This design comes from an exercise in tuning for small area, a short achievable clock period and few clock cycles per item on the open sky130 flow, not from production work.
The RTL was checked by simulation tests, not by an equivalence proof against the original design.
Power and IR drop assume default switching activity.

## flow/design.v (module list and top-level ports; edited modules follow where they fit)
// module multiplier: 1672 lines
// module mul_fa: 10 lines
// module mul_xor: 7 lines
module multiplier #(
    parameter WIDTH = 32
)(
    input  logic                   clk,
    input  logic                   rst_n,
    input  logic                   start,
    input  logic [WIDTH-1:0]       a,
    input  logic [WIDTH-1:0]       b,
    output logic [2*WIDTH-1:0]     result,
    output logic                   done
);
  // ...
==> flow/run.sh <==
#!/bin/bash
# synth_recipe.tcl (not shown) runs the flow's synth.tcl, then flattens the netlist and writes it again
# the make line also repeats each setting of config.mk as NAME=value (left out here)
make -C /OpenROAD-flow-scripts/flow DESIGN_CONFIG=/design/flow/config.mk WORK_HOME=/design/flow/orfs CLKGATE_MAP_FILE= SYNTH_SCRIPT=/design/flow/synth_recipe.tcl finish
==> flow/config.mk <==
export PLATFORM = sky130hd
export DESIGN_NAME = multiplier
export DESIGN_NICKNAME = multiplier
export VERILOG_FILES = /design/flow/design.v
export SDC_FILE = /design/flow/constraint.sdc
export NUM_CORES = 4
export LEC_CHECK = 0
export ABC_AREA = 1
export CAP_MARGIN = 20
export CORE_MARGIN = 2
export CORE_UTILIZATION = 40
export SLEW_MARGIN = 20
export SYNTH_HIERARCHICAL = 1
export SYNTH_MINIMUM_KEEP_SIZE = 0
==> flow/constraint.sdc <==
create_clock -name core_clock -period 5.0 [get_ports {clk}]
set_input_delay 1.0000 -clock core_clock [delete_from_list [all_inputs] [get_ports {clk}]]
set_output_delay 1.0000 -clock core_clock [all_outputs]
set_load 0.01 [all_outputs]
==> impl_metrics.ini, run 1 <==
[status]
status = finished clean

[critical_path]
worstSetupStartpointType = input port
critPathLaunch = b[22]
setup.worst_path.end_class = register
crit_path_cell_trace = clkdlybuf4s50_1, nor2_4, nor2_4, inv_1, buf_12, buf_4, o22ai_1, xor2_1, fa_1, fa_1, fa_1, fa_1, fa_1
timing_worst_setup_path_type = input port to register
critPathTopFamily = adder cells
cp_slowest_stage_delay_ns = 0.59
cp_data_required_time_ns = 5.24

[final_layout]
final_layout_size_suffix_gt1_share_pct = 14.5
largest_class = multi-input gates
layout.clock.cell_area_share_pct = 1.74
seq-cell-share_pct = 12.9
layout_common_cells = 513 x sky130_fd_sc_hd__xor2_1, 496 x sky130_fd_sc_hd__o22ai_1, 486 x sky130_fd_sc_hd__fa_1
finalInstanceArea_mm2 = 0.0327

[die]
taps = 873
core_mm2 = 0.0673

[grt]
via_count_of_the_first_global_routing_pass = 24200

[yosys]
synth-main-ff-cell = sky130_fd_sc_hd__edfxtp_1
yosysSeqAreaShare_pct = 15.4
mappedNetlistArea_mm2 = 0.0272
adder_cell_share_of_the_synthesized_area_pct = 40.1
yosys-top-cells-count = 513 x sky130_fd_sc_hd__xor2_1, 496 x sky130_fd_sc_hd__o22ai_1, 488 x sky130_fd_sc_hd__fa_1
muxShareOfSynthArea_pct = 0
count_of_mapped_cells_out_of_synthesis = 2826
synth-edff-count = 139
synth.lib_cells_used.distinct = 35

[cts]
cts_resized = 59
post-cts-setup-buffer-count = 3

[drt]
detailedRoute.firstPassIterationCount = 6
detail_route.wirelength_um = 99000
average_wire_per_standard_cell_um = 25.3

[power]
leakagePower_nw = 14.4
maximum_ir_drop_on_the_vdd_rail_mv = 0.916
p_clk_mw = 1.33

[timing]
fin_tns_setup_ns = 0
Testbench counts, summed over its fixed seeds: cycles 1,280, items 1,280.
==> inputs of run 2 (changes only) <==
--- a/flow/config.mk
+++ b/flow/config.mk
@@ -9,6 +9,7 @@
 export CAP_MARGIN = 20
 export CORE_MARGIN = 2
 export CORE_UTILIZATION = 40
+export GPL_TIMING_DRIVEN = 0
 export SLEW_MARGIN = 20
 export SYNTH_HIERARCHICAL = 1
 export SYNTH_MINIMUM_KEEP_SIZE = 0
==> run 2 against run 1 <==
  * Now fails the layout checks on setup timing
  * Non-clock buffer count up 5
  * Final cell count rose by 0.13%
  * Maximum frequency is 2.7% lower
  * Global-route usage up 1.9 points
  * Clock power down 8%
  * Sequential share of layout area up 0.19 points
  * Cell area down 1.5%
  * Synthesized area did not move
  * Largest power group unchanged
==> impl_metrics.ini, run 2 <==
[die]
core_mm2 = 0.0673
floorplan.die.height_um = 265
die-area_mm2 = 0.0702
rows = 95
floorplan.initialDensity_pct = 40.5
dieWidth_um = 265
ios = 132

[timing]
maxSlewHeadroom_pct = 33.4
setup_viol_count_final = 2
timing_worst_slew_pin_value_ns = 0.999
finalMaxSlewViolations = 0
final-hold-violation-count = 0
rsz_0062_raised_after_global_routing = true
period_share_pct = 101
fin_tns_setup_ns = -0.0933
final_critical_path_setup_slack_ns = -0.0739
clock.fmax_ghz = 0.197
finalCriticalPeriod_ns = 5.07

[critical_path]
cp_data_required_time_ns = 5.23
crit_path_cell_trace = clkdlybuf4s50_1, inv_1, buf_1, o22ai_1, xor2_1, fa_1, fa_2, fa_1, fa_1, fa_1
worst_ep_arrival_time_ns = 5.31
timing_worst_setup_path_type = input port to register
setup.worst_path.end_class = register
cp_slowest_cell = sky130_fd_sc_hd__fa_1
critical_path_peak_fanout = 10
cp_slowest_stage_delay_ns = 0.61
worstSetupStartpointType = input port
worst_path_most_repeated_cell = sky130_fd_sc_hd__fa_1

[final_layout]
layout_common_cells = 494 x sky130_fd_sc_hd__xor2_1, 476 x sky130_fd_sc_hd__o22ai_1, 471 x sky130_fd_sc_hd__fa_1
finalInstanceArea_mm2 = 0.0322
finalNonFillerCells = 3925
fin_util_pct = 47.8
area_delta_synth_final_pct = 18.2
layout_commonest_cell = sky130_fd_sc_hd__xor2_1
antenna_cells_inserted = 0
final_layout_size_suffix_gt1_share_pct = 15.8
nets = 3686

[grt]
grt_antenna_before_repair = 0
grt_pass1_wl_um = 155000
globalRoute.totalOverflow = 0
via_count_of_the_first_global_routing_pass = 23900
groute.usage.overall_pct = 30.6
maximum_number_of_pins_on_one_net_before_global_route_repair = 75

[drt]
detailedRoute.firstPassIterationCount = 6
num_vias = 23100
post-route-drc-count = 0
vias_per_cell = 5.87
drt_iter0_markers = 2583
average_wire_per_standard_cell_um = 27.1
detail_route.wirelength_um = 106000
detail-route-antenna-nets = 0

[power]
power.switching_fraction_pct = 47.8
pwr_density_cell_mw_per_mm2 = 754
power_dissipated_by_switching_net_loads_mw = 11.6
comb_power_share_pct = 82.3
leakagePower_nw = 14.1
seq_power_share_pct = 12.6
maximum_ir_drop_on_the_vdd_rail_mv = 0.777
p_int_mw = 12.7
power.share.clock_pct = 5.1

[yosys]
synthTopCellsByArea = sky130_fd_sc_hd__fa_1 36%, sky130_fd_sc_hd__xor2_1 16%, sky130_fd_sc_hd__edfxtp_1 15%, sky130_fd_sc_hd__o22ai_1 11%, sky130_fd_sc_hd__nand2_1 5.0%
mappedNetlistArea_mm2 = 0.0272
yosysSeqAreaShare_pct = 15.4
yosys-top-cells-count = 513 x sky130_fd_sc_hd__xor2_1, 496 x sky130_fd_sc_hd__o22ai_1, 488 x sky130_fd_sc_hd__fa_1
yosys.cell_count.top_type = sky130_fd_sc_hd__xor2_1
postSynth.asyncResetShare_pct = 0.714
avgSynthCellArea_um2 = 9.64
synth-edff-count = 139
synth.lib_cells_used.distinct = 35
postSynthRegisterBits = 140
synth-main-ff-cell = sky130_fd_sc_hd__edfxtp_1
synth.largest_area_cell = sky130_fd_sc_hd__fa_1
count_of_mapped_cells_out_of_synthesis = 2826
synthDominantCellAreaShare_pct = 35.9
ys_warn_count = 7

[cts]
tritoncts.num_buffers = 17
clockBufferDepth = 2
cts_root_buffer = sky130_fd_sc_hd__clkbuf_16
tritoncts = yes
cts_htree_levels = 4
ctsHoldBuffers = 0
clkSlewWorstSetupHoldPaths_ns = 0.07
cts.sinks = 140

[worst_hold_path]
timing.hold.worst.class = input port to async pin

[place]
io_buffer_count = 129
finalWeightedCongestion = 1.05
dpl.cell_count = 3844
hpwlAfterDp_um = 83400
post_dp_cell_area_mm2 = 0.0297

[status]
layout.failed_checks = setup timing
status = failed layout checks

[flow_run]
cap_violations = 0
==> run 2: cell count changes in the layout (fill, tap and decap cells not counted), sizes merged, moves of 3 or more <==
cell / previous run / this run
dlymetal6s2s: 1 / 15
dlygate4sd2: 14 / 11
clkbuf: 21 / 211
buf: 326 / 131
inv: 286 / 290
clkinv: 6 / 3
==> run 2: power groups by stage <==
stage | combinational (mW) | sequential (mW) | clock, mW
after global routing | 22.8 | 3.13 | 1.31
after detailed placement | 19.1 | 3.08 | 0
final | 20.0 | 3.05 | 1.23
after global placement | 18.8 | 3.08 | 0
after CTS | 19.9 | 3.06 | 1.27
after floorplan | 12.0 | 3.02 | 0
==> run 2: stage by stage <==
stage	hold slack [ns]	total power [mW]	worst slack, ns
6_report	0.644	24.3	-0.0739
5_1_grt	0.622	27.2	-0.220
4_1_cts	0.612	24.2	-0.148
3_5_place_dp	1.15	22.2	-1.63
3_3_place_gp	1.15	21.9	-1.67
2_1_floorplan	0.704	15.1	0.172
==> run 2: final timing paths <==
path | from | endpoint | slack [ns]
worst max-delay path | a[15] | r32_1 | -0.07
worst min-delay path | rst_n | done | 0.64
max in group asynchronous | rst_n | done | 4.26
min in group core_clock | b[1] | r0_0 | 0.92
==> run 2: kinds of logic after synthesis <==
kind of cell             synth area share, %
buffers and inverters                   7.59
XOR/XNOR                                16.5
other                                 0.0138
AND/OR/NAND/NOR                         7.00
adder cells (fa/ha/maj)                 40.1
flip-flops                              15.4
AO/OA/AOI/OAI                           13.4
==> run 2: per-module statistics from Yosys, one instance, submodules excluded <==
module,area (µm²),cells,copies in the design,flip-flops and latches
mul_fa,20.0,1,488,0
mul_xor,18.8,5,63,0
multiplier,16300,2023,1,140
==> run 2: metal layers <==
metal,global-route usage (%),share of wire [%]
met5,0,0
met4,16.6,6.3
met3,6.31,9.6
met2,47.7,45
met1,40.0,39
==> run 2: timing repair <==
item	in CTS	in global routing
pin swaps	21	45
setup endpoints to repair	136	80
cloned	0	1
resized for setup	376	280
setup buffers	34	16
==> run 2: area by class of cell <==
class / count / area, µm²
clock inverters: 15 / 126
flip-flops and latches: 140 / 4200
clock buffers: 17 / 425
multi-input cells: 2157 / 21900
well taps: 873 / 1090
repair buffers: 181 / 1730
fillers: 6487 / 35100
inverters: 282 / 1060
plain buffers: 260 / 1700
==> run 2: critical path: cells and delay by family <==
| family | cells | cell delay, ns |
|---|---|---|
| buffers and inverters | 3 | 1.34 |
| adders and majority gates | 5 | 2.53 |
| xor gates and xnor gates | 1 | 0.21 |
| AOI/OAI and AO/OA | 1 | 0.22 |

re-timing with driven ports:
The flow's constraints put no driver on any port. The routed layouts listed below were extracted and timed again, unchanged, in two steps.
Step 1: set_driving_cell puts a clkbuf_16 on clk and a buf_2 on each other input, an assumption about the parent block.
Step 2 adds t to the input delays and takes it off the output delays; t is the mean of the earliest and latest rising clock arrival at the registers after step 1. Input paths then give back, and output paths get back, about the clock's delay inside the block.
Slacks: no drivers / after step 1 / after step 2; pairs: no drivers / after step 1.
run	shift t [ns]	setup slack, ns	worst hold slack (ns)	latest minus earliest clock arrival (ns)	cell pins on the clock port's net
run 1	0.560	0.065 / 0.053 / -0.453	0.647 / 0.605 / 1.165	0.024 / 0.024	1
run 2	0.554	-0.074 / -0.037 / -0.590	0.644 / 0.604 / 1.158	0.014 / 0.014	1
With both steps, setup timing fails in run 1, where it was met with ideal ports. The setup slack of run 1, which loses most, moves by -0.012 ns with the drivers and by -0.518 ns with both steps.
